Background: an optimization exercise with open tools, aiming at small area and a short achievable clock period. Do not read the settings as production practice. At most, simulation tests tie the RTL to the original design; equivalence was not proved. No functional check of the RTL was part of runs 1, 2 and 6. Power and IR drop assume default switching activity.

### flow/run.sh
#!/bin/bash
# Standard layout, with the smallest buffer (buf_1) on every input and output
# port, and a clock tree of clkbuf_8 without dummy loads.
set -euo pipefail
export BUFFER_PORTS_ARGS="-buffer_cell sky130_fd_sc_hd__buf_1"
export CTS_ARGS="-sink_clustering_enable -repair_clock_nets -dont_use_dummy_load -buf_list sky130_fd_sc_hd__clkbuf_8"
bash standard.sh > standard.log 2>&1
### standard.sh
#!/bin/bash
# synth_recipe.tcl (not shown) runs the flow's synth.tcl, then flattens the netlist and writes it again
# the make line also repeats each setting of config.mk as NAME=value (left out here)
make -C /OpenROAD-flow-scripts/flow DESIGN_CONFIG=/design/flow/config.mk WORK_HOME=/design/flow/orfs CLKGATE_MAP_FILE= SYNTH_SCRIPT=/design/flow/synth_recipe.tcl "${@:-finish}"
### config.mk
export PLATFORM = sky130hd
export DESIGN_NAME = mult_top
export DESIGN_NICKNAME = mult_top
export VERILOG_FILES = /design/flow/design.v
export SDC_FILE = /design/flow/constraint.sdc
export NUM_CORES = 4
export LEC_CHECK = 0
export ABC_AREA = 1
export CAP_MARGIN = 20
export CORE_MARGIN = 2
export CORE_UTILIZATION = 40
export SETUP_SLACK_MARGIN = 2.6
export SLEW_MARGIN = 20
### constraint.sdc
create_clock -name core_clock -period 5.2 [get_ports {clk}]
set_input_delay 1.0400 -clock core_clock [delete_from_list [all_inputs] [get_ports {clk}]]
set_output_delay 1.0400 -clock core_clock [all_outputs]
set_load 0.01 [all_outputs]
### design.v
module mult_top(
    input clk,
    input  [15:0] x,
    input  [15:0] y,
    output reg [31:0] p_out
    );
    wire [36:0] cs;
    wire [12:0] oa;
    wire [11:0] pl;
    lobo_pre pre(.x(x), .y(y), .cs(cs), .oa(oa), .pl(pl));
    reg [36:0] C_vec;    
    reg [12:0] A_vec;    
    reg [11:0] L_vec;    
    always @(posedge clk)
    begin
        C_vec <= cs;
        A_vec <= oa;
        L_vec <= pl;
    end
    wire [19:0] P_hi;
    lobo_sum sum(.cs(C_vec), .oa(A_vec), .p(P_hi));
    always @(posedge clk)
        p_out <= {P_hi, L_vec};
endmodule
module lobo_pre(
    input  [15:0] x,
    input  [15:0] y,
    output [36:0] cs,           
    output [12:0] oa,           
    output [11:0] pl            
    );
    wire x11 = x[11];
    wire [15:0] yv = y ^ {16{x11}};
    wire one0 = x[12] ^ x[11];
    wire two0 = ~one0 & (x[13] ^ x[12]);
    wire neg0 = x[13];
    wire one1 = x[14] ^ x[13];
    wire two1 = ~one1 & (x[15] ^ x[14]);
    wire neg1 = x[15];
    wire negp0 = neg0 ^ (x11 & (one0 | two0));
    wire negp1 = neg1 ^ (x11 & (one1 | two1));
    wire [10:0] a = x[10:0] ^ {11{x11}};
    wire s10 = a[10];
    wire s9  = ~a[10] & a[9];
    wire s8  = ~a[10] & ~a[9] & a[8];
    wire s0  = ~a[10] & ~a[9] & ~a[8] & (|a[7:0]);
    wire [9:0] x20 = {a[9] & a[10], a[8] & (a[10] | a[9]), a[7:1], a[0] & (a[10] | a[9] | a[8])};
    wire ps = x11 ^ y[15];
    wire [2:0] ya = y[14:12] ^ {3{y[15]}};
    wire k2 = ya[2];
    wire k1 = ~ya[2] & ya[1];
    wire k0 = ~ya[2] & ~ya[1] & ya[0];
    wire [12:0] ov = {{3{ps}}, x20 ^ {10{ps}}};
    assign oa = ({13{k2}} & (ov << 2)) | ({13{k1}} & (ov << 1)) | ({13{k0}} & ov);
    assign pl[0] = (s0 & yv[0]);
    assign pl[1] = (s0 & yv[1]);
    assign pl[2] = (s0 & yv[2]);
    assign pl[3] = (s0 & yv[3]);
    assign pl[4] = (s0 & yv[4]);
    assign pl[5] = (s0 & yv[5]);
    assign pl[6] = (s0 & yv[6]);
    assign pl[7] = (s0 & yv[7]);
    assign pl[8] = (s0 & yv[8]) | (s8 & yv[0]);
    assign pl[9] = (s0 & yv[9]) | (s8 & yv[1]) | (s9 & yv[0]);
    assign pl[10] = (s0 & yv[10]) | (s8 & yv[2]) | (s9 & yv[1]) | (s10 & yv[0]);
    assign pl[11] = (s0 & yv[11]) | (s8 & yv[3]) | (s9 & yv[2]) | (s10 & yv[1]);
    wire w0 = (((one0 & yv[0]) | (two0 & x11)) ^ negp0);
    wire w1 = (((one0 & yv[1]) | (two0 & yv[0])) ^ negp0);
    wire w2 = (((one0 & yv[2]) | (two0 & yv[1])) ^ negp0);
    wire w3 = (((one0 & yv[3]) | (two0 & yv[2])) ^ negp0);
    wire w4 = (((one0 & yv[4]) | (two0 & yv[3])) ^ negp0);
    wire w5 = (((one0 & yv[5]) | (two0 & yv[4])) ^ negp0);
    wire w6 = (((one0 & yv[6]) | (two0 & yv[5])) ^ negp0);
    wire w7 = (((one0 & yv[7]) | (two0 & yv[6])) ^ negp0);
    wire w8 = (((one0 & yv[8]) | (two0 & yv[7])) ^ negp0);
    wire w9 = (((one0 & yv[9]) | (two0 & yv[8])) ^ negp0);
    wire w10 = (((one0 & yv[10]) | (two0 & yv[9])) ^ negp0);
    wire w11 = (((one0 & yv[11]) | (two0 & yv[10])) ^ negp0);
    wire w12 = (((one0 & yv[12]) | (two0 & yv[11])) ^ negp0);
    wire w13 = (((one0 & yv[13]) | (two0 & yv[12])) ^ negp0);
    wire w14 = (((one0 & yv[14]) | (two0 & yv[13])) ^ negp0);
    wire w15 = (((one0 & yv[15]) | (two0 & yv[14])) ^ negp0);
    wire w16 = ~(((one0 & yv[15]) | (two0 & yv[15])) ^ negp0);
    wire w17 = (((one1 & yv[0]) | (two1 & x11)) ^ negp1);
    wire w18 = (((one1 & yv[1]) | (two1 & yv[0])) ^ negp1);
    wire w19 = (((one1 & yv[2]) | (two1 & yv[1])) ^ negp1);
    wire w20 = (((one1 & yv[3]) | (two1 & yv[2])) ^ negp1);
    wire w21 = (((one1 & yv[4]) | (two1 & yv[3])) ^ negp1);
    wire w22 = (((one1 & yv[5]) | (two1 & yv[4])) ^ negp1);
    wire w23 = (((one1 & yv[6]) | (two1 & yv[5])) ^ negp1);
    wire w24 = (((one1 & yv[7]) | (two1 & yv[6])) ^ negp1);
    wire w25 = (((one1 & yv[8]) | (two1 & yv[7])) ^ negp1);
    wire w26 = (((one1 & yv[9]) | (two1 & yv[8])) ^ negp1);
    wire w27 = (((one1 & yv[10]) | (two1 & yv[9])) ^ negp1);
    wire w28 = (((one1 & yv[11]) | (two1 & yv[10])) ^ negp1);
    wire w29 = (((one1 & yv[12]) | (two1 & yv[11])) ^ negp1);
    wire w30 = (((one1 & yv[13]) | (two1 & yv[12])) ^ negp1);
    wire w31 = (((one1 & yv[14]) | (two1 & yv[13])) ^ negp1);
    wire w32 = (((one1 & yv[15]) | (two1 & yv[14])) ^ negp1);
    wire w33 = ~(((one1 & yv[15]) | (two1 & yv[15])) ^ negp1);
    wire w34 = (s10 & yv[2]) | (s9 & yv[3]) | (s8 & yv[4]) | (s0 & yv[12]);
    wire w35 = (s10 & yv[3]) | (s9 & yv[4]) | (s8 & yv[5]) | (s0 & yv[13]);
    wire w36 = (s10 & yv[4]) | (s9 & yv[5]) | (s8 & yv[6]) | (s0 & yv[14]);
    wire w37 = (s10 & yv[5]) | (s9 & yv[6]) | (s8 & yv[7]) | (s0 & yv[15]);
    wire w38 = (s10 & yv[6]) | (s9 & yv[7]) | (s8 & yv[8]) | (s0 & yv[15]);
    wire w39 = (s10 & yv[7]) | (s9 & yv[8]) | (s8 & yv[9]) | (s0 & yv[15]);
    wire w40 = (s10 & yv[8]) | (s9 & yv[9]) | (s8 & yv[10]) | (s0 & yv[15]);
    wire w41 = (s10 & yv[9]) | (s9 & yv[10]) | (s8 & yv[11]) | (s0 & yv[15]);
    wire w42 = (s10 & yv[10]) | (s9 & yv[11]) | (s8 & yv[12]) | (s0 & yv[15]);
    wire w43 = (s10 & yv[11]) | (s9 & yv[12]) | (s8 & yv[13]) | (s0 & yv[15]);
    wire w44 = (s10 & yv[12]) | (s9 & yv[13]) | (s8 & yv[14]) | (s0 & yv[15]);
    wire w45 = (s10 & yv[13]) | (s9 & yv[14]) | (s8 & yv[15]) | (s0 & yv[15]);
    wire w46 = (s10 & yv[14]) | (s9 & yv[15]) | (s8 & yv[15]) | (s0 & yv[15]);
    wire w47 = ~((s10 | s9 | s8 | s0) & yv[15]);
    wire w48 = w0 ^ neg0 ^ w34;
    wire w49 = (w0 & neg0) | (w34 & (w0 ^ neg0));
    wire w50 = w2 ^ w17 ^ neg1;
    wire w51 = (w2 & w17) | (neg1 & (w2 ^ w17));
    wire w52 = w3 ^ w18 ^ w37;
    wire w53 = (w3 & w18) | (w37 & (w3 ^ w18));
    wire w54 = w4 ^ w19 ^ w38;
    wire w55 = (w4 & w19) | (w38 & (w4 ^ w19));
    wire w56 = w5 ^ w20 ^ w39;
    wire w57 = (w5 & w20) | (w39 & (w5 ^ w20));
    wire w58 = w6 ^ w21 ^ w40;
    wire w59 = (w6 & w21) | (w40 & (w6 ^ w21));
    wire w60 = w7 ^ w22 ^ w41;
    wire w61 = (w7 & w22) | (w41 & (w7 ^ w22));
    wire w62 = w8 ^ w23 ^ w42;
    wire w63 = (w8 & w23) | (w42 & (w8 ^ w23));
    wire w64 = w9 ^ w24 ^ w43;
    wire w65 = (w9 & w24) | (w43 & (w9 ^ w24));
    wire w66 = w10 ^ w25 ^ w44;
    wire w67 = (w10 & w25) | (w44 & (w10 ^ w25));
    wire w68 = w11 ^ w26 ^ w45;
    wire w69 = (w11 & w26) | (w45 & (w11 ^ w26));
    wire w70 = w12 ^ w27 ^ w46;
    wire w71 = (w12 & w27) | (w46 & (w12 ^ w27));
    wire w72 = w13 ^ w28 ^ w47;
    wire w73 = (w13 & w28) | (w47 & (w13 ^ w28));
    assign cs[0] = w48;    
    assign cs[1] = w1;    
    assign cs[2] = w35;    
    assign cs[3] = w49;    
    assign cs[4] = w36;    
    assign cs[5] = w50;    
    assign cs[6] = w51;    
    assign cs[7] = w52;    
    assign cs[8] = w53;    
    assign cs[9] = w54;    
    assign cs[10] = w55;    
    assign cs[11] = w56;    
    assign cs[12] = w57;    
    assign cs[13] = w58;    
    assign cs[14] = w59;    
    assign cs[15] = w60;    
    assign cs[16] = w61;    
    assign cs[17] = w62;    
    assign cs[18] = w63;    
    assign cs[19] = w64;    
    assign cs[20] = w65;    
    assign cs[21] = w66;    
    assign cs[22] = w67;    
    assign cs[23] = w68;    
    assign cs[24] = w69;    
    assign cs[25] = w70;    
    assign cs[26] = w71;    
    assign cs[27] = w72;    
    assign cs[28] = w14;    
    assign cs[29] = w29;    
    assign cs[30] = w73;    
    assign cs[31] = w15;    
    assign cs[32] = w30;    
    assign cs[33] = w16;    
    assign cs[34] = w31;    
    assign cs[35] = w32;    
    assign cs[36] = w33;    
endmodule
module lobo_sum(
    input  [36:0] cs,
    input  [12:0] oa,
    output [19:0] p             
    );
    wire w74 = cs[1] ^ cs[2] ^ cs[3];
    wire w75 = (cs[1] & cs[2]) | (cs[3] & (cs[1] ^ cs[2]));
    wire w76 = cs[4] ^ cs[5] ^ oa[2];
    wire w77 = (cs[4] & cs[5]) | (oa[2] & (cs[4] ^ cs[5]));
    wire w78 = cs[6] ^ cs[7] ^ oa[3];
    wire w79 = (cs[6] & cs[7]) | (oa[3] & (cs[6] ^ cs[7]));
    wire w80 = cs[8] ^ cs[9] ^ oa[4];
    wire w81 = (cs[8] & cs[9]) | (oa[4] & (cs[8] ^ cs[9]));
    wire w82 = cs[10] ^ cs[11] ^ oa[5];
    wire w83 = (cs[10] & cs[11]) | (oa[5] & (cs[10] ^ cs[11]));
    wire w84 = cs[12] ^ cs[13] ^ oa[6];
    wire w85 = (cs[12] & cs[13]) | (oa[6] & (cs[12] ^ cs[13]));
    wire w86 = cs[14] ^ cs[15] ^ oa[7];
    wire w87 = (cs[14] & cs[15]) | (oa[7] & (cs[14] ^ cs[15]));
    wire w88 = cs[16] ^ cs[17] ^ oa[8];
    wire w89 = (cs[16] & cs[17]) | (oa[8] & (cs[16] ^ cs[17]));
    wire w90 = cs[18] ^ cs[19] ^ oa[9];
    wire w91 = (cs[18] & cs[19]) | (oa[9] & (cs[18] ^ cs[19]));
    wire w92 = cs[20] ^ cs[21] ^ oa[10];
    wire w93 = (cs[20] & cs[21]) | (oa[10] & (cs[20] ^ cs[21]));
    wire w94 = cs[22] ^ cs[23] ^ oa[11];
    wire w95 = (cs[22] & cs[23]) | (oa[11] & (cs[22] ^ cs[23]));
    wire w96 = cs[24] ^ cs[25] ^ oa[12];
    wire w97 = (cs[24] & cs[25]) | (oa[12] & (cs[24] ^ cs[25]));
    wire w98 = cs[26] ^ cs[27] ^ ~oa[12];
    wire w99 = (cs[26] & cs[27]) | (~oa[12] & (cs[26] ^ cs[27]));
    wire w100 = ~(cs[28] ^ cs[29]);
    wire w101 = cs[28] | cs[29];
    wire w102 = ~(cs[31] ^ cs[32]);
    wire w103 = cs[31] | cs[32];
    wire w104 = cs[33] ^ cs[34];
    wire w105 = cs[33] & cs[34];
    wire w106 = cs[30] ^ w99 ^ w100;
    wire w107 = (cs[30] & w99) | (w100 & (cs[30] ^ w99));
    wire w108 = w101 ^ w102;
    wire w109 = w101 & w102;
    wire w110 = w103 ^ w104;
    wire w111 = w103 & w104;
    wire w112 = ~(cs[35] ^ w105);
    wire w113 = cs[35] | w105;
    wire [19:0] ra = {1'b1, cs[36], w111, w109, w107, w106, w97, w95, w93, w91, w89, w87, w85, w83, w81, w79, w77, w75, oa[1], cs[0]};
    wire [19:0] rb = {1'b0, w113, w112, w110, w108, 1'b0, w98, w96, w94, w92, w90, w88, w86, w84, w82, w80, w78, w76, w74, oa[0]};
    assign p = ra + rb;
endmodule
module LOBOq2_12bit_1C_v2(
    input [15:0] x,
    input [15:0] y,
    output [31:0] p
    );
    wire [36:0] cs;
    wire [12:0] oa;
    lobo_pre pre(.x(x), .y(y), .cs(cs), .oa(oa), .pl(p[11:0]));
    lobo_sum sum(.cs(cs), .oa(oa), .p(p[31:12]));
endmodule
==> results.toml, run 1 <==
[status]
status = "complete, no violations"

[detailed_routing]
vias = 4688
routed_wl_um = 13500
route.detailed.drc = 0
wire_per_inst_um = 13.9
ant_nets = 0
drt-vias-per-instance = 4.84
drt_iter0_markers = 385
drt_pass1_iterations = 4

[yosys]
synth_top_cell_by_area = "dfxtp_1"
synth_edf_count = 0
synth_common_cells = "nand2_1, dfxtp_1, inv_1"
synth-seq-area-share_pct = 32.8
synth_top_area_share_pct = 32.8
synthTopCellsByArea = "dfxtp_1, nand2_1, fa_1, inv_1, ha_1"
syn_nets = 794
synth_area_mm2 = 0.00574
synth_top_flop_cell = "dfxtp_1"
synthArstFlopShare_pct = 0
synthCells = 709
synth_warnings = 1
synth_cell_types = 38
ys_ff_latch = 94
yosysMostFrequentCell = "nand2_1"
avgSynthCellArea_um2 = 8.10

[clock_network]
cts_tree = "yes"
clock_sinks = 94
insertion_delay_ps = 370
numCtsBuffers = 9
ctsLongestPathBuffers = 2
cts_max_level = 3
path_clk_slew_ps = 70
root_buffer = "clkbuf_8"

[hold_path]
min_to = "p_out[4]"
min_from = "L_vec[4]"
holdPathStages = 0
min-delay-path-class = "register to register"

[sta]
tns_ps = 0
post-route-min-period_ps = 2560
tightest_slew_ps = 710
hold_viol = 0
slew_headroom_pct = 52.5
finalCritPeriodShare_pct = 49.2
clock_skew_ps = 22.5
setup_violations = 0
max_freq_mhz = 391
rsz0062_at_grt = "yes"
drv_slew = 0

[floorplanning]
die_w_um = 124
io_pins = 65
dieArea_mm2 = 0.0153
coreArea_mm2 = 0.0139
num_rows = 43
die_h_um = 124
initial_utilization_pct = 41.2

[setup_path]
path_class = "input port to register"
slowest_delay_ps = 510
reg2regPathDepth = 11
crit_arrival_ps = 2780
cp-end-kind = "register"
cp_max_fo = 18
worst_r2r_startpoint = "A_vec[12]"
path_cells = "clkbuf_8, buf_16, buf_12, xnor2_4, o22ai_1, nor2_1, nand2_1, fa_1"
critPathSlowestCell = "fa_1"
cp.required_ps = 5420
r2r_slack_ps = 2780
start_kind = "input port"
rr_endpoint = "p_out[29]"

[grt]
grt_pass1_wl_um = 21800
overflow = 0
grt.total_usage_pct = 18.9
antenna_found_initial = 0
grt_pass1_vias = 4436
grt_max_degree = 20

[power_and_ir_drop]
p_leak_nw = 3.18
powerDensity_mw_per_mm2 = 536
ir_worst_vdd_mv = 0.212

[place]
gp_congestion = 0.865
dp_hpwl_um = 10500
io_buffers = 64

[cells_and_area]
antenna_cells = 0
drive_above_1_share_pct = 10.9
areaGrowthSynthToFinish_pct = 17.5
utilization_pct = 48.5
nNetsFinal = 875

[job]
drv_cap = 0
## state kept, by name, indices dropped and copies added (netlist names)
signal	count
A_vec	13
L_vec	12
C_vec	37
p_out	32
## worst max path at each step
stage	start	end	slack (ps)	depth (start not counted)
2_1_floorplan	x[11]	C_vec[5]	2570	10
3_3_place_gp	x[13]	C_vec[9]	1810	8
3_5_place_dp	x[11]	C_vec[5]	1770	9
4_1_cts	x[11]	C_vec[27]	2670	7
5_1_grt	x[11]	C_vec[7]	2580	7
6_report	x[11]	C_vec[0]	2640	8
## layer usage
metal	part of all wire, %	routed length, um	global-route usage (%)
met4	2.4	325	7.74
met3	4.3	583	4.95
met1	45	6070	23.3
met2	48	6510	31.4
met5	0	0	0
## through the flow
step	setup slack [ps]	instance area, um2	hold WS, ps	std cells	power, mW
4_1_cts	2670	6520	331	953	3.63
6_report	2640	6750	327	968	3.62
3_5_place_dp	1770	6200	312	935	3.22
2_1_floorplan	2570	5910	310	709	2.71
5_1_grt	2580	6750	340	968	4.07
3_3_place_gp	1810	6200	315	935	3.17
## what timing repair did
action,in CTS,in global routing
setup endpoints to repair,26,15
hold buffers,0,0
pin swaps,3,5
buffers inserted,9,15
gates resized for setup,17,11
## critical path, delay by kind of cell
| family | cells | cell delay (ps) |
|---|---|---|
| AOI/OAI and AO/OA | 1 | 120 |
| xor gates and xnor gates | 1 | 300 |
| adders and majority gates | 1 | 510 |
| buffers and inverters | 3 | 580 |
| and+or+nand+nor | 2 | 190 |
## cell type report
type,instances,area [um2]
Clock buffer,9,124
Fill cell,1337,7180
Inverter,83,319
Multi-Input combinational cell,513,3640
Sequential cell,94,1880
Tap cell,180,225
Timing Repair Buffer,89,562
## cell families after synthesis
kind of cell / count (synthesis) / synth area share (%)
AOI/OAI and AO/OA: 81 / 8.60
xor gates and xnor gates: 66 / 13.1
adders and majority gates: 52 / 15.0
buffers and inverters: 102 / 8.12
DFF: 94 / 32.8
and+or+nand+nor: 314 / 22.5
## cell usage in the layout, fill, tap and decap left out, drive strengths merged
master / instances
a21oi: 20
and3: 2
buf: 87
clkbuf: 11
clkinv: 1
clkinvlp: 1
dfxtp: 94
fa: 28
ha: 24
inv: 81
nand2: 204
nand2b: 1
nand3: 42
nand3b: 3
nor2: 57
nor3: 2
o21a: 1
o21ai: 11
o21bai: 3
o22ai: 46
or2: 3
xnor2: 39
xor2: 27
## power by group
| group | internal (mW) | total, mW | leakage (nW) | switching, mW |
|---|---|---|---|---|
| Sequential | 0.969 | 1.06 | 0.787 | 0.0925 |
| Clock | 0.155 | 0.380 | 0.0647 | 0.225 |
| Combinational | 0.848 | 2.18 | 2.33 | 1.33 |
| Total | 1.97 | 3.62 | 3.18 | 1.65 |
==> run 2, diff against run 1 <==
--- a/config.mk
+++ b/config.mk
@@ -10,4 +10,4 @@
 export CORE_MARGIN = 2
 export CORE_UTILIZATION = 40
-export SETUP_SLACK_MARGIN = 2.6
+export SETUP_SLACK_MARGIN = 2.0
 export SLEW_MARGIN = 20
==> results.toml, run 2 <==
[status]
status = "complete, no violations"

[sta]
tightest_slew_ps = 766
clock_skew_ps = 17.3
setup_violations = 0
slew_headroom_pct = 48.9
drv_slew = 0
post-route-min-period_ps = 3050
finalCritPeriodShare_pct = 58.6
tns_ps = 0
hold_viol = 0
rsz0062_at_grt = "no"
max_freq_mhz = 328
hold_slack_ps = 334

[setup_path]
critPathLaunch = "x[13]"
cp_max_fo = 15
cp-end-kind = "register"
start_kind = "input port"
path_class = "input port to register"
worst_r2r_startpoint = "A_vec[12]"
cp.required_ps = 5460
crit_arrival_ps = 3310

[clock_network]
cts_max_level = 3
numCtsBuffers = 9
path_clk_slew_ps = 70
insertion_delay_ps = 370
postCtsHoldBufs = 0
ctsLongestPathBuffers = 2
root_buffer = "clkbuf_8"
cts_tree = "yes"
clock_sinks = 94

[yosys]
synthCells = 709
avgSynthCellArea_um2 = 8.10
ys_ff_latch = 94
syn_nets = 794
synth_area_mm2 = 0.00574
synth_top_flop_cell = "dfxtp_1"
synth_edf_count = 0
yosysMostFrequentCell = "nand2_1"
synth_common_cells = "nand2_1, dfxtp_1, inv_1"
synth_top_area_share_pct = 32.8
synth_cell_types = 38
synthTopCellsByArea = "dfxtp_1, nand2_1, fa_1, inv_1, ha_1"
synthArstFlopShare_pct = 0
synth-seq-area-share_pct = 32.8
synth_warnings = 1
synth_top_cell_by_area = "dfxtp_1"

[floorplanning]
die_h_um = 124
coreArea_mm2 = 0.0139
dieArea_mm2 = 0.0153
io_pins = 65
die_w_um = 124
initial_utilization_pct = 41.2
num_rows = 43

[power_and_ir_drop]
p_seq_share_pct = 29.9
swShare_pct = 46.1
power.switching_mw = 1.64
powerDensity_mw_per_mm2 = 574
power.internal_mw = 1.92
combPwrFrac_pct = 59.4
clkPwrFrac_pct = 10.7
ir_worst_vdd_mv = 0.203
p_leak_nw = 2.97

[detailed_routing]
route.detailed.drc = 0
drt_iter0_markers = 305
wire_per_inst_um = 14.5
routed_wl_um = 13700
drt_pass1_iterations = 5
ant_nets = 0
vias = 4580
drt-vias-per-instance = 4.85

[cells_and_area]
final_common_cell = "nand2_1"
antenna_cells = 0
reg_top3 = "C_vec x37, p_out x32, A_vec x13"
largest_reg_flops = 37
drive_above_1_share_pct = 6.27
nNetsFinal = 852
final_cell_mix = "nand2_1, dfxtp_1, inv_1"
regArea_mm2 = 0.00188
n_fill_cell = 1416
multi_input_area_mm2 = 0.00340
areaGrowthSynthToFinish_pct = 7.95
largest-register = "C_vec"

[place]
io_buffers = 64
gp_congestion = 0.918
dp_hpwl_um = 10900

[grt]
overflow = 0
grt_pass1_vias = 4389
grt_max_degree = 20
grt_pass1_wl_um = 22500
grt.total_usage_pct = 19.4
antenna_found_initial = 0

[hold_path]
min_from = "L_vec[6]"
min-delay-path-class = "register to register"

[job]
drv_cap = 0
[run 2: cell count changes in the layout (fill, tap and decap cells not counted), sizes merged]
| cell | change |
|---|---|
| buf | -21 |
| clkinvlp | -1 |
| inv | +1 |
| clkbuf | -2 |
[run 2: per-stage QoR]
stage               setup slack, ps  instances  util [%]  power [mW]  cell area, um2
floorplan                      2490        709         -        2.69            5740
global placement               1670        935      43.5        3.17            6060
detailed placement             1620        935      43.5        3.21            6060
CTS                            2020        944      44.4        3.60            6190
global route                   2010        945      44.5        3.98            6200
finish                         2150        945      44.5        3.56            6200
[run 2: worst max-delay path, stage by stage]
cell,delay (ps)
buf_1,460
inv_1,280
nand2_1,130
nand2_1,350
o22ai_1,340
xnor2_1,140
fa_1,530
inv_1,30
[run 2: logic make-up after synthesis]
logic type	synth area share, %
AO/OA/AOI/OAI	8.60
XOR/XNOR	13.1
adder cells (fa/ha/maj)	15.0
buffers and inverters	8.12
flip-flops	32.8
AND/OR/NAND/NOR	22.5
[run 2: power by group through the flow]
| stage | Clock, mW | Combinational [mW] | Sequential (mW) |
|---|---|---|---|
| floorplan | 0 | 1.59 | 1.11 |
| global placement | 0 | 2.08 | 1.08 |
| detailed placement | 0 | 2.12 | 1.09 |
| CTS | 0.398 | 2.13 | 1.07 |
| global route | 0.419 | 2.47 | 1.09 |
| finish | 0.381 | 2.11 | 1.07 |
[run 2: worst paths after layout]
check / endpoint / slack, ps / depth (start not counted)
hold / removal: p_out[6] / 330 / 0
hold reg to reg: p_out[6] / 330 / 0
setup reg to reg: p_out[29] / 2780 / 11
setup / recovery: C_vec[5] / 2150 / 8
[run 2: what timing repair did]
item,in CTS,in global routing
setup endpoints to repair,0,14
buffers inserted,0,1
gates resized for setup,0,3
[run 2: layout make-up]
type / count / area share (%)
Multi-Input combinational cell: 513 / 54.8
Sequential cell: 94 / 30.3
Inverter: 83 / 5.02
Timing Repair Buffer: 66 / 4.20
Tap cell: 180 / 3.63
Clock buffer: 9 / 2.00
[run 2: metal layers]
| layer | GRT usage (%) | vias to the layer above | routed length, um | share of wire (%) |
|---|---|---|---|---|
| met4 | 7.03 | 0 | 328 | 2.4 |
| met3 | 4.40 | 21 | 646 | 4.7 |
| met1 | 24.8 | 2086 | 6210 | 45 |
| li1 | - | 2348 | - | - |
| met2 | 32.1 | 125 | 6490 | 47 |
| met5 | 0 | - | 0 | 0 |
==> run 3, diff against run 2 <==
--- a/design.v
+++ b/design.v
@@ -38,6 +38,4 @@
     wire two1 = ~one1 & (x[15] ^ x[14]);
     wire neg1 = x[15];
-    wire negp0 = neg0 ^ (x11 & (one0 | two0));
-    wire negp1 = neg1 ^ (x11 & (one1 | two1));
     wire [10:0] a = x[10:0] ^ {11{x11}};
     wire s10 = a[10];
@@ -65,38 +63,38 @@
     assign pl[10] = (s0 & yv[10]) | (s8 & yv[2]) | (s9 & yv[1]) | (s10 & yv[0]);
     assign pl[11] = (s0 & yv[11]) | (s8 & yv[3]) | (s9 & yv[2]) | (s10 & yv[1]);
-    wire w0 = (((one0 & yv[0]) | (two0 & x11)) ^ negp0);
-    wire w1 = (((one0 & yv[1]) | (two0 & yv[0])) ^ negp0);
-    wire w2 = (((one0 & yv[2]) | (two0 & yv[1])) ^ negp0);
-    wire w3 = (((one0 & yv[3]) | (two0 & yv[2])) ^ negp0);
-    wire w4 = (((one0 & yv[4]) | (two0 & yv[3])) ^ negp0);
-    wire w5 = (((one0 & yv[5]) | (two0 & yv[4])) ^ negp0);
-    wire w6 = (((one0 & yv[6]) | (two0 & yv[5])) ^ negp0);
-    wire w7 = (((one0 & yv[7]) | (two0 & yv[6])) ^ negp0);
-    wire w8 = (((one0 & yv[8]) | (two0 & yv[7])) ^ negp0);
-    wire w9 = (((one0 & yv[9]) | (two0 & yv[8])) ^ negp0);
-    wire w10 = (((one0 & yv[10]) | (two0 & yv[9])) ^ negp0);
-    wire w11 = (((one0 & yv[11]) | (two0 & yv[10])) ^ negp0);
-    wire w12 = (((one0 & yv[12]) | (two0 & yv[11])) ^ negp0);
-    wire w13 = (((one0 & yv[13]) | (two0 & yv[12])) ^ negp0);
-    wire w14 = (((one0 & yv[14]) | (two0 & yv[13])) ^ negp0);
-    wire w15 = (((one0 & yv[15]) | (two0 & yv[14])) ^ negp0);
-    wire w16 = ~(((one0 & yv[15]) | (two0 & yv[15])) ^ negp0);
-    wire w17 = (((one1 & yv[0]) | (two1 & x11)) ^ negp1);
-    wire w18 = (((one1 & yv[1]) | (two1 & yv[0])) ^ negp1);
-    wire w19 = (((one1 & yv[2]) | (two1 & yv[1])) ^ negp1);
-    wire w20 = (((one1 & yv[3]) | (two1 & yv[2])) ^ negp1);
-    wire w21 = (((one1 & yv[4]) | (two1 & yv[3])) ^ negp1);
-    wire w22 = (((one1 & yv[5]) | (two1 & yv[4])) ^ negp1);
-    wire w23 = (((one1 & yv[6]) | (two1 & yv[5])) ^ negp1);
-    wire w24 = (((one1 & yv[7]) | (two1 & yv[6])) ^ negp1);
-    wire w25 = (((one1 & yv[8]) | (two1 & yv[7])) ^ negp1);
-    wire w26 = (((one1 & yv[9]) | (two1 & yv[8])) ^ negp1);
-    wire w27 = (((one1 & yv[10]) | (two1 & yv[9])) ^ negp1);
-    wire w28 = (((one1 & yv[11]) | (two1 & yv[10])) ^ negp1);
-    wire w29 = (((one1 & yv[12]) | (two1 & yv[11])) ^ negp1);
-    wire w30 = (((one1 & yv[13]) | (two1 & yv[12])) ^ negp1);
-    wire w31 = (((one1 & yv[14]) | (two1 & yv[13])) ^ negp1);
-    wire w32 = (((one1 & yv[15]) | (two1 & yv[14])) ^ negp1);
-    wire w33 = ~(((one1 & yv[15]) | (two1 & yv[15])) ^ negp1);
+    wire w0 = ((one0 & y[0]) ^ neg0);
+    wire w1 = (((one0 & y[1]) | (two0 & y[0])) ^ neg0);
+    wire w2 = (((one0 & y[2]) | (two0 & y[1])) ^ neg0);
+    wire w3 = (((one0 & y[3]) | (two0 & y[2])) ^ neg0);
+    wire w4 = (((one0 & y[4]) | (two0 & y[3])) ^ neg0);
+    wire w5 = (((one0 & y[5]) | (two0 & y[4])) ^ neg0);
+    wire w6 = (((one0 & y[6]) | (two0 & y[5])) ^ neg0);
+    wire w7 = (((one0 & y[7]) | (two0 & y[6])) ^ neg0);
+    wire w8 = (((one0 & y[8]) | (two0 & y[7])) ^ neg0);
+    wire w9 = (((one0 & y[9]) | (two0 & y[8])) ^ neg0);
+    wire w10 = (((one0 & y[10]) | (two0 & y[9])) ^ neg0);
+    wire w11 = (((one0 & y[11]) | (two0 & y[10])) ^ neg0);
+    wire w12 = (((one0 & y[12]) | (two0 & y[11])) ^ neg0);
+    wire w13 = (((one0 & y[13]) | (two0 & y[12])) ^ neg0);
+    wire w14 = (((one0 & y[14]) | (two0 & y[13])) ^ neg0);
+    wire w15 = (((one0 & y[15]) | (two0 & y[14])) ^ neg0);
+    wire w16 = ~(((one0 & y[15]) | (two0 & y[15])) ^ neg0);
+    wire w17 = ((one1 & y[0]) ^ neg1);
+    wire w18 = (((one1 & y[1]) | (two1 & y[0])) ^ neg1);
+    wire w19 = (((one1 & y[2]) | (two1 & y[1])) ^ neg1);
+    wire w20 = (((one1 & y[3]) | (two1 & y[2])) ^ neg1);
+    wire w21 = (((one1 & y[4]) | (two1 & y[3])) ^ neg1);
+    wire w22 = (((one1 & y[5]) | (two1 & y[4])) ^ neg1);
+    wire w23 = (((one1 & y[6]) | (two1 & y[5])) ^ neg1);
+    wire w24 = (((one1 & y[7]) | (two1 & y[6])) ^ neg1);
+    wire w25 = (((one1 & y[8]) | (two1 & y[7])) ^ neg1);
+    wire w26 = (((one1 & y[9]) | (two1 & y[8])) ^ neg1);
+    wire w27 = (((one1 & y[10]) | (two1 & y[9])) ^ neg1);
+    wire w28 = (((one1 & y[11]) | (two1 & y[10])) ^ neg1);
+    wire w29 = (((one1 & y[12]) | (two1 & y[11])) ^ neg1);
+    wire w30 = (((one1 & y[13]) | (two1 & y[12])) ^ neg1);
+    wire w31 = (((one1 & y[14]) | (two1 & y[13])) ^ neg1);
+    wire w32 = (((one1 & y[15]) | (two1 & y[14])) ^ neg1);
+    wire w33 = ~(((one1 & y[15]) | (two1 & y[15])) ^ neg1);
     wire w34 = (s10 & yv[2]) | (s9 & yv[3]) | (s8 & yv[4]) | (s0 & yv[12]);
     wire w35 = (s10 & yv[3]) | (s9 & yv[4]) | (s8 & yv[5]) | (s0 & yv[13]);
--- a/config.mk
+++ b/config.mk
@@ -10,4 +10,4 @@
 export CORE_MARGIN = 2
 export CORE_UTILIZATION = 40
-export SETUP_SLACK_MARGIN = 2.0
+export SETUP_SLACK_MARGIN = 2.9
 export SLEW_MARGIN = 20
==> results.toml, run 3 <==
[sta]
rsz0062_at_grt = "yes"
finalCritPeriodShare_pct = 46.2
hold_viol = 0
tightest_slew_ps = 559
slew_headroom_pct = 62.4
setup_violations = 0
post-route-min-period_ps = 2400
tns_ps = 0
max_freq_mhz = 417
clock_skew_ps = 15.2
setup_ws_ps = 2800
drv_slew = 0

[cells_and_area]
final_cell_mix = "nand2_1, dfxtp_1, inv_1"
stdcell_area_mm2 = 0.00713
largest-register = "C_vec"
antenna_cells = 0
final_common_cell = "nand2_1"
reg_top3 = "C_vec x37, p_out x32, A_vec x13"
areaGrowthSynthToFinish_pct = 25.8
drive_above_1_share_pct = 20.1
nNetsFinal = 885
largest_reg_flops = 37

[place]
io_buffers = 64
post_dp_cell_area_mm2 = 0.00607
gp_congestion = 0.953
dp_hpwl_um = 10700
dp_slack_ps = 1750

[yosys]
synth_top_flop_cell = "dfxtp_1"
synthArstFlopShare_pct = 0
synthCells = 703
synth_edf_count = 0
synth_top_cell_by_area = "dfxtp_1"
synth_area_mm2 = 0.00567
synthTopCellsByArea = "dfxtp_1, nand2_1, fa_1, xor2_1, inv_1"
synth_top_area_share_pct = 33.2
yosysMostFrequentCell = "nand2_1"
avgSynthCellArea_um2 = 8.06
synth_common_cells = "nand2_1, dfxtp_1, inv_1"
ys_ff_latch = 94
synth_warnings = 1
syn_nets = 786
synth-seq-area-share_pct = 33.2
synth_cell_types = 45

[clock_network]
clock_sinks = 94
cts_tree = "yes"
path_clk_slew_ps = 90
ctsLongestPathBuffers = 2
numCtsBuffers = 9
cts_max_level = 3
root_buffer = "clkbuf_8"
postCtsHoldBufs = 0
insertion_delay_ps = 380

[floorplanning]
die_w_um = 123
io_pins = 65
coreArea_mm2 = 0.0139
num_rows = 43
die_h_um = 123
dieArea_mm2 = 0.0151
initial_utilization_pct = 40.8

[power_and_ir_drop]
p_leak_nw = 3.35
ir_worst_vdd_mv = 0.195
powerDensity_mw_per_mm2 = 481

[setup_path]
critPathSlowestCell = "fa_1"
crit_arrival_ps = 2660
start_kind = "input port"
cp.required_ps = 5460
path_class = "input port to register"
cp_max_fo = 7
cp-end-kind = "register"
path_cells = "clkbuf_16, buf_12, xnor2_1, buf_4, buf_6, nand2_8, inv_6, nand2_1, nand2_1, a21oi_2, nand2_2, fa_1"
cpMostUsedCell = "nand2_1"
worst-path-buf-inv = 5
crit_family = "buffers and inverters"
slowest_delay_ps = 430

[grt]
antenna_found_initial = 0
overflow = 0
grt_pass1_wl_um = 23500
grt_max_degree = 22
grt_pass1_vias = 4704
grt.total_usage_pct = 20.3

[status]
status = "complete, no violations"

[detailed_routing]
ant_nets = 0
drt-vias-per-instance = 4.96
wl_met3_um = 771
route.detailed.drc = 0
route.met2.wl_um = 6620
vias = 4856
drt_iter0_markers = 295
wire_per_inst_um = 15.1
drt_pass1_iterations = 4
highest_layer = "met4"
drt-met1-wl_um = 6770
routed_wl_um = 14800

[job]
drv_cap = 0

[hold_path]
min-delay-path-class = "register to register"
-- run 3: layout make-up --
cell class                      instances  area (um2)
Fill cell                            1292        6750
Multi-Input combinational cell        505        3850
Sequential cell                        94        1880
Timing Repair Buffer                  104         702
Inverter                               88         348
Clock buffer                            9         124
Tap cell                              180         225
-- run 3: routing by layer --
metal | track usage (%) | vias to the layer above
met5 | 0 | -
met4 | 10.9 | 0
met3 | 3.55 | 44
met2 | 31.3 | 182
met1 | 27.2 | 2226
li1 | - | 2404
-- run 3: what timing repair did --
item,4_1_cts,5_1_grt
buffers inserted,23,11
resized for setup,77,49
gates cloned,3,1
pin swaps,22,17
endpoints found under the setup margin,60,43
-- run 3: cell families after synthesis --
logic type	after synthesis	share of synthesized area, %
simple gates	301	22.5
fa+ha+maj	50	14.5
buf+inv	106	8.66
flops	94	33.2
xor+xnor	68	12.4
compound gates	84	8.68
-- run 3: per-stage QoR --
stage | power (mW) | hold slack (ps) | utilization (%) | instances
floorplan | 2.45 | 310 | - | 703
global placement | 2.86 | 311 | 43.7 | 933
detailed placement | 2.89 | 312 | 43.7 | 933
CTS | 3.37 | 335 | 48.8 | 968
global route | 3.78 | 342 | 51.4 | 980
finish | 3.43 | 330 | 51.4 | 980
-- run 3: final timing paths --
kind              depth (start not counted)      start  slack (ps)   endpoint
hold reg to reg                           0   L_vec[2]         330   p_out[2]
hold / removal                            0   L_vec[2]         330   p_out[2]
setup reg to reg                          9  A_vec[12]        3040  p_out[31]
setup / recovery                         12      x[11]        2800  C_vec[19]
-- run 3: report_power, final --
part / total (mW) / switching, mW / internal [mW]
registers: 1.03 / 0.0829 / 0.943
clock network: 0.377 / 0.222 / 0.155
logic: 2.03 / 1.25 / 0.780
-- run 3: worst reg2reg max path, stage by stage (launching register included) --
cell and delay, ps:
dfxtp_2 330, inv_1 50, fa_2 340, fa_2 400, ha_4 310, nand2_4 70, nor2_4 150, nand4_1 130
a31oi_1 210, nor2_1 70
==> run 4, diff against run 3 <==
--- a/config.mk
+++ b/config.mk
@@ -10,4 +10,4 @@
 export CORE_MARGIN = 2
 export CORE_UTILIZATION = 40
-export SETUP_SLACK_MARGIN = 2.9
+export SETUP_SLACK_MARGIN = 2.7
 export SLEW_MARGIN = 20
==> results.toml, run 4 <==
[status]
status = "complete, no violations"

[cells_and_area]
antenna_cells = 0
drive_above_1_share_pct = 11.2
largest-register = "C_vec"
areaGrowthSynthToFinish_pct = 15.6
n_fill_cell = 1391
final_common_cell = "nand2_1"
multi_input_area_mm2 = 0.00347
largest_reg_flops = 37
final_cell_mix = "nand2_1, dfxtp_1, inv_1"
reg_top3 = "C_vec x37, p_out x32, A_vec x13"
nNetsFinal = 869
regArea_mm2 = 0.00188

[grt]
use_met2_pct = 28.9
use_met1_pct = 27.0
antenna_found_initial = 0
grt_pass1_wl_um = 21900
grt_max_degree = 22
grt.total_usage_pct = 19.0
overflow = 0
grt_pass1_vias = 4364
busiest_layer = "met2"
grt_use_met3_pct = 3.74

[power_and_ir_drop]
power.switching_mw = 1.52
clkPwrFrac_pct = 11.1
power.internal_mw = 1.82
powerDensity_mw_per_mm2 = 509
swShare_pct = 45.5
p_leak_nw = 3.14
combPwrFrac_pct = 58.2
p_total_mw = 3.34
p_seq_share_pct = 30.6
ir_worst_vdd_mv = 0.187

[setup_path]
cp-end-kind = "register"
cp_num_cells = 9
worst_r2r_startpoint = "A_vec[12]"
cp.required_ps = 5440
path_cells = "buf_1, buf_12, or2_4, nand2_2, nand2_4, buf_4, o22ai_2, xor2_1, fa_1"
critPathSlowestCell = "fa_1"
cp_max_fo = 21
critPathLaunch = "x[13]"
start_kind = "input port"
crit_family = "buffers and inverters"
crit_arrival_ps = 2750
setup.worst_path.end = "C_vec[25]"
r2r_slack_ps = 2800
worst-path-buf-inv = 3
slowest_delay_ps = 440
rr_endpoint = "p_out[31]"
path_class = "input port to register"
reg2regPathDepth = 9

[sta]
slew_headroom_pct = 67.3
tightest_slew_ps = 488
setup_ws_ps = 2690
max_freq_mhz = 398
post-route-min-period_ps = 2510
hold_viol = 0
tns_ps = 0
rsz0062_at_grt = "yes"
drv_slew = 0
finalCritPeriodShare_pct = 48.3
hold_slack_ps = 330
setup_violations = 0
clock_skew_ps = 22.7

[job]
drv_cap = 0

[detailed_routing]
wire_per_inst_um = 14.3
drt_iter0_markers = 327
route.detailed.drc = 0
drt-vias-per-instance = 4.91
drt_pass1_iterations = 5
vias = 4737
ant_nets = 0
routed_wl_um = 13800

[clock_network]
ctsLongestPathBuffers = 2
root_buffer = "clkbuf_8"
cts_tree = "yes"
numCtsBuffers = 9
path_clk_slew_ps = 80
cts_max_level = 3
insertion_delay_ps = 370
clock_sinks = 94

[hold_path]
min-delay-path-class = "register to register"

[yosys]
synth_top_flop_cell = "dfxtp_1"
synth_edf_count = 0
synth_common_cells = "nand2_1, dfxtp_1, inv_1"
synth-seq-area-share_pct = 33.2
synth_area_mm2 = 0.00567
synth_warnings = 1
synth_cell_types = 45
yosysMostFrequentCell = "nand2_1"
syn_nets = 786
avgSynthCellArea_um2 = 8.06
synthCells = 703
synthArstFlopShare_pct = 0
ys_ff_latch = 94
synth_top_cell_by_area = "dfxtp_1"
synthTopCellsByArea = "dfxtp_1, nand2_1, fa_1, xor2_1, inv_1"
synth_top_area_share_pct = 33.2

[floorplanning]
coreArea_mm2 = 0.0139
num_rows = 43
die_w_um = 123
io_pins = 65
initial_utilization_pct = 40.8
dieArea_mm2 = 0.0151
die_h_um = 123

[place]
dp_slack_ps = 1650
dp_hpwl_um = 11100
gp_congestion = 0.931
io_buffers = 64
-- run 4: cell counts after synthesis --
Identical to the previous run, type by type.
-- run 4: layout make-up --
cell class,instances,area share (%)
timing repair buffer,90,7.68
inverter,88,5.27
clock buffer,9,1.89
sequential,94,28.7
multi-input combinational,503,53.0
tap,180,3.44
-- run 4: cells by family (layout without fill, tap and decap cells) --
kind of cell             after synthesis  in the layout  share of synthesized area, %
buffers and inverters                106            187                          8.66
XOR/XNOR                              68             68                          12.4
AND/OR/NAND/NOR                      301            301                          22.5
AO/OA/AOI/OAI                         84             84                          8.68
flip-flops                            94             94                          33.2
adder cells (fa/ha/maj)               50             50                          14.5
-- run 4: what timing repair did --
item / CTS / global route
pin swaps: 3 / 8
buffers inserted: 9 / 13
resized for setup: 18 / 30
hold endpoints to repair: 0 / 0
hold buffers: 0 / 0
setup endpoints to repair: 40 / 22
gates cloned: 0 / 0
-- run 4: metrics by stage --
stage,cell area [um2],cells,utilization (%)
finish,6550,964,47.2
global route,6550,964,47.2
CTS,6320,951,45.5
detailed placement,6030,933,43.4
global placement,6030,933,43.4
floorplan,5700,703,-
-- run 4: how the worst min path moves through the flow --
stage	start	to	slack, ps	cells past startpoint
finish	L_vec[0]	p_out[0]	330	0
CTS	L_vec[6]	p_out[6]	330	0
global placement	L_vec[9]	p_out[9]	310	0
floorplan	L_vec[0]	p_out[0]	310	0
global route	L_vec[6]	p_out[6]	340	0
detailed placement	L_vec[0]	p_out[0]	310	0
-- run 4: power groups by stage --
stage	combinational, mW	sequential (mW)	clock (mW)
3_3_place_gp	1.84	1.04	0
5_1_grt	2.23	1.04	0.416
2_1_floorplan	1.37	1.07	0
4_1_cts	1.90	1.03	0.389
3_5_place_dp	1.85	1.04	0
6_report	1.94	1.02	0.371
-- run 4: metal layers --
metal | vias to the layer above | routed length [um]
met5 | - | 0
met4 | 0 | 269
met3 | 17 | 745
met2 | 137 | 6090
met1 | 2202 | 6670
li1 | 2381 | -
==> run 5, diff against run 4 <==
--- a/config.mk
+++ b/config.mk
@@ -10,4 +10,4 @@
 export CORE_MARGIN = 2
 export CORE_UTILIZATION = 40
-export SETUP_SLACK_MARGIN = 2.7
+export SETUP_SLACK_MARGIN = 2.6
 export SLEW_MARGIN = 20
==> results.toml, run 5 <==
[power_and_ir_drop]
powerDensity_mw_per_mm2 = 517
ir_worst_vdd_mv = 0.190
p_leak_nw = 3.02

[yosys]
synth_top_flop_cell = "dfxtp_1"
synth_area_mm2 = 0.00567
synth_cell_types = 45
synthTopCellsByArea = "dfxtp_1, nand2_1, fa_1, xor2_1, inv_1"
synth-seq-area-share_pct = 33.2
synth_warnings = 1
yosysMostFrequentCell = "nand2_1"
syn_nets = 786
ys_ff_latch = 94
synth_edf_count = 0
synth_top_area_share_pct = 33.2
synth_top_cell_by_area = "dfxtp_1"
synthCells = 703
avgSynthCellArea_um2 = 8.06
synthArstFlopShare_pct = 0
synth_common_cells = "nand2_1, dfxtp_1, inv_1"

[grt]
grt.total_usage_pct = 17.7
grt_pass1_vias = 4219
grt_pass1_wl_um = 20700
grt_max_degree = 22
overflow = 0
antenna_found_initial = 0

[detailed_routing]
drt_iter0_markers = 311
wire_per_inst_um = 13.3
ant_nets = 0
routed_wl_um = 12600
route.detailed.drc = 0
drt-vias-per-instance = 4.78
vias = 4524
drt_pass1_iterations = 5

[sta]
max_freq_mhz = 392
finalCritPeriodShare_pct = 49.1
tns_ps = 0
drv_slew = 0
hold_viol = 0
tightest_slew_ps = 615
clock_skew_ps = 24.5
rsz0062_at_grt = "yes"
setup_violations = 0
post-route-min-period_ps = 2550
slew_headroom_pct = 59.0

[floorplanning]
die_h_um = 123
die_w_um = 123
num_rows = 43
io_pins = 65
initial_utilization_pct = 40.8
dieArea_mm2 = 0.0151
coreArea_mm2 = 0.0139

[place]
dp_hpwl_um = 10300
post_dp_cell_area_mm2 = 0.00600
io_buffers = 64
gp_congestion = 0.883

[clock_network]
insertion_delay_ps = 360
clock_sinks = 94
cts_tree = "yes"
path_clk_slew_ps = 90
numCtsBuffers = 9
cts_max_level = 3
ctsLongestPathBuffers = 2
postCtsHoldBufs = 0
root_buffer = "clkbuf_8"

[cells_and_area]
reg_top3 = "C_vec x37, p_out x32, A_vec x13"
largest-register = "C_vec"
final_cell_mix = "nand2_1, dfxtp_1, inv_1"
stdcell_area_mm2 = 0.00628
drive_above_1_share_pct = 7.43
nNetsFinal = 852
areaGrowthSynthToFinish_pct = 10.9
n_fill_cell = 1405
largest_reg_flops = 37
antenna_cells = 0
final_common_cell = "nand2_1"

[hold_path]
holdPathStages = 0
min-delay-path-class = "register to register"
min_to = "p_out[1]"
min_from = "L_vec[1]"

[setup_path]
path_cells = "buf_1, buf_6, or2_2, nand2_2, o22ai_2, xor2_1, fa_1"
critPathSlowestCell = "fa_1"
r2r_slack_ps = 2790
crit_arrival_ps = 2780
path_class = "input port to register"
rr_endpoint = "p_out[31]"
cp_max_fo = 21
start_kind = "input port"
cp-end-kind = "register"
slowest_delay_ps = 460
critPathLaunch = "x[13]"
worst_r2r_startpoint = "A_vec[12]"
reg2regPathDepth = 9
cp.required_ps = 5430

[job]
drv_cap = 0

[status]
status = "complete, no violations"
[run 5: cell counts after synthesis]
Identical to the previous run, type by type.
[run 5: how the worst max path moves through the flow]
stage                      to  slack (ps)
detailed placement  C_vec[21]        1410
global placement    C_vec[23]        1520
floorplan           C_vec[11]        2610
global route        C_vec[25]        2540
finish              C_vec[21]        2650
CTS                 C_vec[25]        2610
[run 5: power breakdown]
part | internal (mW) | switching, mW | total, mW
clock | 0.155 | 0.216 | 0.371
sequential | 0.943 | 0.0755 | 1.02
combinational | 0.698 | 1.16 | 1.86
[run 5: final cells by class]
cell class / count / area, um2 / share of cell area (%)
Clock buffer: 9 / 124 / 1.97
Inverter: 88 / 338 / 5.38
Multi-Input combinational cell: 503 / 3380 / 53.8
Sequential cell: 94 / 1880 / 29.9
Tap cell: 180 / 225 / 3.58
Timing Repair Buffer: 73 / 334 / 5.32
[run 5: critical path: cells and delay by family]
family          cells  cell delay (ps)
fa+ha+maj           1              460
buf+inv             2              260
simple gates        2              650
compound gates      1              130
xor+xnor            1              220
[run 5: cell families (layout without fill, tap and decap cells)]
group                    count (synthesis)  count (layout)  share of synthesized area (%)
adder cells (fa/ha/maj)                 50              50                           14.5
flip-flops                              94              94                           33.2
buffers and inverters                  106             170                           8.66
AND/OR/NAND/NOR                        301             301                           22.5
AO/OA/AOI/OAI                           84              84                           8.68
XOR/XNOR                                68              68                           12.4
[run 5: repair_timing]
action,in CTS,in global routing
pin swaps,0,3
endpoints found under the setup margin,45,18
buffers inserted,0,6
resized for setup,12,13
[run 5: through the flow]
step	hold slack (ps)	utilization [%]	worst slack (ps)	power, mW	std cells
CTS	328	44.5	2610	3.26	941
finish	322	45.3	2650	3.25	947
global placement	311	43.2	1520	2.85	932
global route	332	45.3	2540	3.62	947
detailed placement	312	43.2	1410	2.87	932
floorplan	310	-	2610	2.44	703
[run 5: metal layers]
layer | track usage, % | vias up | share of wire (%)
met5 | 0 | - | 0
met4 | 6.18 | 0 | 1.8
met3 | 2.91 | 13 | 5.3
met2 | 28.4 | 126 | 46
met1 | 24.3 | 2039 | 47
li1 | - | 2346 | -
==> run 6, diff against run 5 <==
--- a/design.v
+++ b/design.v
@@ -3,6 +3,7 @@
     input  [15:0] x,
     input  [15:0] y,
-    output reg [31:0] p_out
-    );
+    output [31:0] p_out
+    );
+    localparam M = 16;
     wire [36:0] cs;
     wire [12:0] oa;
@@ -18,8 +19,18 @@
         L_vec <= pl;
     end
-    wire [19:0] P_hi;
-    lobo_sum sum(.cs(C_vec), .oa(A_vec), .p(P_hi));
+    wire [M:0] lo;
+    wire [19-M:0] hi;
+    lobo_sum sum(.cs(C_vec), .oa(A_vec), .lo(lo), .hi(hi));
+    reg [11+M:0] P_vec;   
+    reg          K_vec;   
+    reg [19-M:0] H_vec;   
     always @(posedge clk)
-        p_out <= {P_hi, L_vec};
+    begin
+        P_vec <= {lo[M-1:0], L_vec};
+        K_vec <= lo[M];
+        H_vec <= hi;
+    end
+    assign p_out[11+M:0] = P_vec;
+    lobo_inc inc(.hi(H_vec), .c(K_vec), .p(p_out[31:12+M]));
 endmodule
 module lobo_pre(
@@ -178,5 +189,6 @@
     input  [36:0] cs,
     input  [12:0] oa,
-    output [19:0] p             
+    output [16:0] lo,           
+    output [3:0] hi            
     );
     wire w74 = cs[1] ^ cs[2] ^ cs[3];
@@ -222,5 +234,13 @@
     wire [19:0] ra = {1'b1, cs[36], w111, w109, w107, w106, w97, w95, w93, w91, w89, w87, w85, w83, w81, w79, w77, w75, oa[1], cs[0]};
     wire [19:0] rb = {1'b0, w113, w112, w110, w108, 1'b0, w98, w96, w94, w92, w90, w88, w86, w84, w82, w80, w78, w76, w74, oa[0]};
-    assign p = ra + rb;
+    assign lo = {1'b0, ra[15:0]} + {1'b0, rb[15:0]};
+    assign hi = ra[19:16] + rb[19:16];
+endmodule
+module lobo_inc(
+    input  [3:0] hi,
+    input  c,
+    output [3:0] p
+    );
+    assign p = hi + c;
 endmodule
 module LOBOq2_12bit_1C_v2(
@@ -231,5 +251,9 @@
     wire [36:0] cs;
     wire [12:0] oa;
+    wire [16:0] lo;
+    wire [3:0] hi;
     lobo_pre pre(.x(x), .y(y), .cs(cs), .oa(oa), .pl(p[11:0]));
-    lobo_sum sum(.cs(cs), .oa(oa), .p(p[31:12]));
-endmodule
+    lobo_sum sum(.cs(cs), .oa(oa), .lo(lo), .hi(hi));
+    assign p[27:12] = lo[15:0];
+    lobo_inc inc(.hi(hi), .c(lo[16]), .p(p[31:28]));
+endmodule
--- a/config.mk
+++ b/config.mk
@@ -10,4 +10,4 @@
 export CORE_MARGIN = 2
 export CORE_UTILIZATION = 40
-export SETUP_SLACK_MARGIN = 2.6
+export SETUP_SLACK_MARGIN = 2.7
 export SLEW_MARGIN = 20
==> results.toml, run 6 <==
[sta]
setup_ws_ps = 2700
setup_violations = 0
tightest_slew_ps = 497
max_freq_mhz = 400
hold_viol = 0
post-route-min-period_ps = 2500
rsz0062_at_grt = "yes"
slew_headroom_pct = 66.9
hold_slack_ps = 309
clock_skew_ps = 20.3
finalCritPeriodShare_pct = 48.1
drv_slew = 0
tns_ps = 0

[grt]
use_met2_pct = 28.7
grt_pass1_wl_um = 21200
antenna_found_initial = 0
overflow = 0
grt_max_degree = 22
use_met1_pct = 26.4
busiest_layer = "met2"
grt.total_usage_pct = 18.7
grt_pass1_vias = 4262
grt_use_met3_pct = 3.07

[yosys]
synth_top_family_by_area = "simple AND/OR/NAND/NOR gates"
synthAdderAreaFrac_pct = 15.9
syn_nets = 751
synth_common_cells = "nand2_1, dfxtp_1, inv_1"
synthArstFlopShare_pct = 0
synthCells = 665
synth_top_area_share_pct = 34.9
synthMuxAreaShare_pct = 0
synth_top_cell_by_area = "dfxtp_1"
synth-simple-area-share_pct = 19.9
synth_top_flop_cell = "dfxtp_1"
synth_area_mm2 = 0.00545
synth-seq-area-share_pct = 34.9
ys_ff_latch = 95
synth_compound_area_share_pct = 8.87
synth_cell_types = 39
synthTopCellsByArea = "dfxtp_1, nand2_1, fa_1, xor2_1, ha_1"
avgSynthCellArea_um2 = 8.19
yosysMostFrequentCell = "nand2_1"
synth_edf_count = 0
synth_warnings = 1
synth_xor_xnor_area_share_pct = 12.5

[clock_network]
ctsLongestPathBuffers = 2
postCtsHoldBufs = 0
numCtsBuffers = 9
cts_max_level = 3
insertion_delay_ps = 350
path_clk_slew_ps = 90
cts_tree = "yes"
root_buffer = "clkbuf_8"
clock_sinks = 95

[detailed_routing]
ant_nets = 0
route.detailed.drc = 0
drt_iter0_markers = 296
vias = 4487
drt_pass1_iterations = 5
drt-vias-per-instance = 4.90
routed_wl_um = 13200
wire_per_inst_um = 14.4

[place]
post_dp_cell_area_mm2 = 0.00584
dp.cells = 889
dp_hpwl_um = 10400
dp_slack_ps = 1620
gp_congestion = 0.965
io_buffers = 64

[setup_path]
start_kind = "input port"
r2r_slack_ps = 3080
cp-end-kind = "register"
cp_max_fo = 21
crit_arrival_ps = 2720
cp.required_ps = 5420
path_class = "input port to register"

[floorplanning]
io_pins = 65
dieArea_mm2 = 0.0146
num_rows = 42
coreArea_mm2 = 0.0133
initial_utilization_pct = 41.0
die_h_um = 121
die_w_um = 121

[power_and_ir_drop]
ir_worst_vdd_mv = 0.181
p_total_mw = 3.14
p_leak_nw = 3.00
powerDensity_mw_per_mm2 = 499

[cells_and_area]
stdcell_area_mm2 = 0.00630
drive_above_1_share_pct = 9.07
final_cell_mix = "nand2_1, dfxtp_1, inv_1"
utilization_pct = 47.4
instances_no_fill = 915
nNetsFinal = 827
reg_top3 = "C_vec x37, P_vec x28, A_vec x13"
antenna_cells = 0
final_common_cell = "nand2_1"
areaGrowthSynthToFinish_pct = 15.6
largest-register = "C_vec"
largest_reg_flops = 37
n_fill_cell = 1301

[status]
status = "complete, no violations"

[job]
drv_cap = 0

[hold_path]
min-delay-path-class = "register to register"
==> run 6: final cells by class <==
cell class | instances | area [um2] | area share [%]
Multi-Input combinational cell | 469 | 3270 | 52.0
Sequential cell | 95 | 1900 | 30.2
Timing Repair Buffer | 83 | 453 | 7.19
Inverter | 83 | 323 | 5.13
Tap cell | 176 | 220 | 3.50
Clock buffer | 9 | 124 | 1.97
==> run 6: power by group <==
part           internal [mW]  total, mW  switching (mW)
registers              0.953       1.03          0.0806
logic                  0.660       1.73            1.07
clock network          0.156      0.376           0.220
==> run 6: kinds of logic (layout without fill, tap and decap cells) <==
kind of cell / after synthesis / in the layout
AOI/OAI and AO/OA: 82 / 82
xor gates and xnor gates: 70 / 70
adders and majority gates: 53 / 53
buffers and inverters: 102 / 175
DFF: 95 / 95
and+or+nand+nor: 263 / 264
==> run 6: worst max-delay path, stage by stage <==
cell       delay [ps]
clkbuf_16         180
buf_12            180
xnor2_4           150
buf_4             150
nand3_2           110
clkinv_4          130
a21oi_1           210
nand2_1           110
fa_1              450
==> run 6: worst paths after layout <==
path              depth (start not counted)   endpoint      from
hold / removal                            0   P_vec[1]  L_vec[1]
hold reg to reg                           0   P_vec[1]  L_vec[1]
setup / recovery                          9  C_vec[11]     x[11]
setup reg to reg                         10  P_vec[26]  C_vec[1]
==> run 6: metal layers <==
| metal | wire length (um) | vias to the layer above |
|---|---|---|
| li1 | - | 2242 |
| met1 | 6180 | 2057 |
| met2 | 5970 | 166 |
| met3 | 739 | 22 |
| met4 | 301 | 0 |
| met5 | 0 | - |
==> run 6: what timing repair did <==
| action | in CTS | in global routing |
|---|---|---|
| cloned | 0 | 1 |
| setup buffers | 5 | 11 |
| pin swaps | 4 | 8 |
| endpoints found under the setup margin | 37 | 24 |
| gates resized for setup | 19 | 23 |
==> run 7, diff against run 6 <==
--- a/design.v
+++ b/design.v
@@ -5,5 +5,5 @@
     output [31:0] p_out
     );
-    localparam M = 16;
+    localparam M = 14;
     wire [36:0] cs;
     wire [12:0] oa;
@@ -189,6 +189,6 @@
     input  [36:0] cs,
     input  [12:0] oa,
-    output [16:0] lo,           
-    output [3:0] hi            
+    output [14:0] lo,           
+    output [5:0] hi            
     );
     wire w74 = cs[1] ^ cs[2] ^ cs[3];
@@ -234,11 +234,11 @@
     wire [19:0] ra = {1'b1, cs[36], w111, w109, w107, w106, w97, w95, w93, w91, w89, w87, w85, w83, w81, w79, w77, w75, oa[1], cs[0]};
     wire [19:0] rb = {1'b0, w113, w112, w110, w108, 1'b0, w98, w96, w94, w92, w90, w88, w86, w84, w82, w80, w78, w76, w74, oa[0]};
-    assign lo = {1'b0, ra[15:0]} + {1'b0, rb[15:0]};
-    assign hi = ra[19:16] + rb[19:16];
+    assign lo = {1'b0, ra[13:0]} + {1'b0, rb[13:0]};
+    assign hi = ra[19:14] + rb[19:14];
 endmodule
 module lobo_inc(
-    input  [3:0] hi,
+    input  [5:0] hi,
     input  c,
-    output [3:0] p
+    output [5:0] p
     );
     assign p = hi + c;
@@ -251,9 +251,9 @@
     wire [36:0] cs;
     wire [12:0] oa;
-    wire [16:0] lo;
-    wire [3:0] hi;
+    wire [14:0] lo;
+    wire [5:0] hi;
     lobo_pre pre(.x(x), .y(y), .cs(cs), .oa(oa), .pl(p[11:0]));
     lobo_sum sum(.cs(cs), .oa(oa), .lo(lo), .hi(hi));
-    assign p[27:12] = lo[15:0];
-    lobo_inc inc(.hi(hi), .c(lo[16]), .p(p[31:28]));
-endmodule
+    assign p[25:12] = lo[13:0];
+    lobo_inc inc(.hi(hi), .c(lo[14]), .p(p[31:26]));
+endmodule
--- a/config.mk
+++ b/config.mk
@@ -9,5 +9,5 @@
 export CAP_MARGIN = 20
 export CORE_MARGIN = 2
-export CORE_UTILIZATION = 40
+export CORE_UTILIZATION = 55
 export SETUP_SLACK_MARGIN = 2.7
 export SLEW_MARGIN = 20
==> results.toml, run 7 <==
[status]
status = "complete, no violations"

[place]
gp_congestion = 1.05
post_dp_cell_area_mm2 = 0.00583
dp_hpwl_um = 9340
dp_slack_ps = 1670
dp.cells = 829
io_buffers = 64

[cells_and_area]
largest_reg_flops = 37
areaGrowthSynthToFinish_pct = 17.8
utilization_pct = 66.1
drive_above_1_share_pct = 13.9
final_cell_mix = "nand2_1, dfxtp_1, inv_1"
stdcell_area_mm2 = 0.00641
reg_top3 = "C_vec x37, P_vec x26, A_vec x13"
nNetsFinal = 809
final_common_cell = "nand2_1"
largest-register = "C_vec"
antenna_cells = 0
instances_no_fill = 854

[sta]
slew_headroom_pct = 65.8
drv_slew = 0
finalCritPeriodShare_pct = 47.2
clock_skew_ps = 18.3
setup_violations = 0
tightest_slew_ps = 513
max_freq_mhz = 407
rsz0062_at_grt = "yes"
post-route-min-period_ps = 2460
tns_ps = 0
hold_viol = 0
hold_slack_ps = 325
setup_ws_ps = 2740

[setup_path]
path_class = "input port to register"
cp_max_fo = 14
start_kind = "input port"
cp.required_ps = 5440
crit_arrival_ps = 2700
cp-end-kind = "register"

[grt]
grt_pass1_wl_um = 20000
grt_pass1_vias = 4154
grt_max_degree = 22
overflow = 0
antenna_found_initial = 0
grt.total_usage_pct = 24.5

[detailed_routing]
routed_wl_um = 12100
drt_pass1_iterations = 5
wire_per_inst_um = 14.2
drt-vias-per-instance = 5.07
route.detailed.drc = 0
ant_nets = 0
drt_iter0_markers = 301
vias = 4329

[yosys]
synth_area_mm2 = 0.00544
synth_top_cell_by_area = "dfxtp_1"
synthArstFlopShare_pct = 0
yosysMostFrequentCell = "nand2_1"
synthCells = 646
synth_top_area_share_pct = 35.0
synth_edf_count = 0
synth_common_cells = "nand2_1, dfxtp_1, inv_1"
avgSynthCellArea_um2 = 8.42
ys_ff_latch = 95
syn_nets = 732
synth_cell_types = 40
synthTopCellsByArea = "dfxtp_1, nand2_1, fa_1, xor2_1, ha_1"
synth-seq-area-share_pct = 35.0
synth_warnings = 1
synth_top_flop_cell = "dfxtp_1"

[floorplanning]
coreArea_mm2 = 0.00968
io_pins = 65
die_h_um = 103
dieArea_mm2 = 0.0107
initial_utilization_pct = 56.1
die_w_um = 103
num_rows = 36

[power_and_ir_drop]
p_total_mw = 3.09
p_leak_nw = 3.01
powerDensity_mw_per_mm2 = 483
ir_worst_vdd_mv = 0.255

[hold_path]
min-delay-path-class = "register to register"

[clock_network]
numCtsBuffers = 9
cts_tree = "yes"
insertion_delay_ps = 360
path_clk_slew_ps = 90
ctsLongestPathBuffers = 2
cts_max_level = 3
clock_sinks = 95
postCtsHoldBufs = 0
root_buffer = "clkbuf_8"

[job]
drv_cap = 0
==> run 7: cell type report <==
type,instances,area (um2)
multi-input combinational,459,3440
clock buffer,9,124
sequential,95,1900
fill,857,3280
timing repair buffer,83,480
inverter,75,292
tap,133,166
==> run 7: layer usage <==
layer  wire length [um]  track usage, %
met5                  0               0
met4                305            9.92
met3                738            5.51
met2               5920            40.6
met1               5180            30.9
==> run 7: path summary, 6_finish.rpt <==
| kind | start | end | slack (ps) | cells after the start |
|---|---|---|---|---|
| setup / recovery | x[11] | C_vec[7] | 2740 | 9 |
| hold / removal | L_vec[1] | P_vec[1] | 330 | 0 |
| setup reg to reg | A_vec[12] | H_vec[5] | 3000 | 8 |
| hold reg to reg | L_vec[1] | P_vec[1] | 330 | 0 |
==> run 7: worst max-delay path, cell delays in order <==
cell and delay [ps]:
buf_8 150, buf_12 150, inv_4 60, nand2_1 120
nand2_4 120, buf_4 200, o22ai_2 180, xor2_1 250
fa_1 420
==> run 7: power breakdown <==
| group | internal (mW) | total, mW | switching (mW) |
|---|---|---|---|
| combinational | 0.668 | 1.66 | 0.993 |
| sequential | 0.956 | 1.06 | 0.0993 |
| clock | 0.155 | 0.377 | 0.221 |
==> run 7: repair_timing <==
action                     CTS  global route
setup endpoints to repair   42            32
gates resized for setup     18            38
buffers inserted             8             7
cloned                       0             1
pin swaps                    5             7
==> run 7: cell families after synthesis <==
kind of cell,synth area share (%)
AND/OR/NAND/NOR,19.1
buffers and inverters,7.62
XOR/XNOR,13.5
flip-flops,35.0
adder cells (fa/ha/maj),15.9
AO/OA/AOI/OAI,8.93

re-timing with driven ports:
How much do the figures lean on ideal ports? The routed layouts below were timed once more, with nothing changed but the port constraints. Step 1: set_driving_cell puts a clkbuf_16 on clk and a buf_2 on each other input, an assumption about the parent block. Step 2, shift: input delay + t, output delay - t, t = (earliest + latest rising clock arrival at the registers) / 2. This alone moves slack from input paths to output paths. a / b / c = ideal ports / drivers / drivers and shift; a / b = the first two.
run | t (ns) | slack for setup (ns) | hold WS [ns] | worst data-port slew with drivers (ns) | cell pins on the clock port's net
run 1 | 0.400 | 2.641 / 2.642 / 2.242 | 0.327 / 0.327 / 0.327 | 0.04 | 1
run 2 | 0.393 | 2.154 / 2.163 / 1.770 | 0.334 / 0.334 / 0.334 | 0.04 | 1
run 3 | 0.404 | 2.800 / 2.793 / 2.388 | 0.330 / 0.330 / 0.330 | 0.05 | 1
run 4 | 0.391 | 2.690 / 2.704 / 2.313 | 0.330 / 0.330 / 0.330 | 0.05 | 1
run 5 | 0.380 | 2.648 / 2.659 / 2.279 | 0.322 / 0.322 / 0.322 | 0.04 | 1
run 6 | 0.379 | 2.698 / 2.693 / 2.314 | 0.309 / 0.309 / 0.309 | 0.05 | 1
run 7 | 0.380 | 2.745 / 2.726 / 2.351 | 0.325 / 0.325 / 0.325 | 0.05 | 1
After both steps every run listed still meets setup and hold. The setup slack of run 3, which loses most, moves by -0.007 ns with the drivers and by -0.412 ns with both steps.
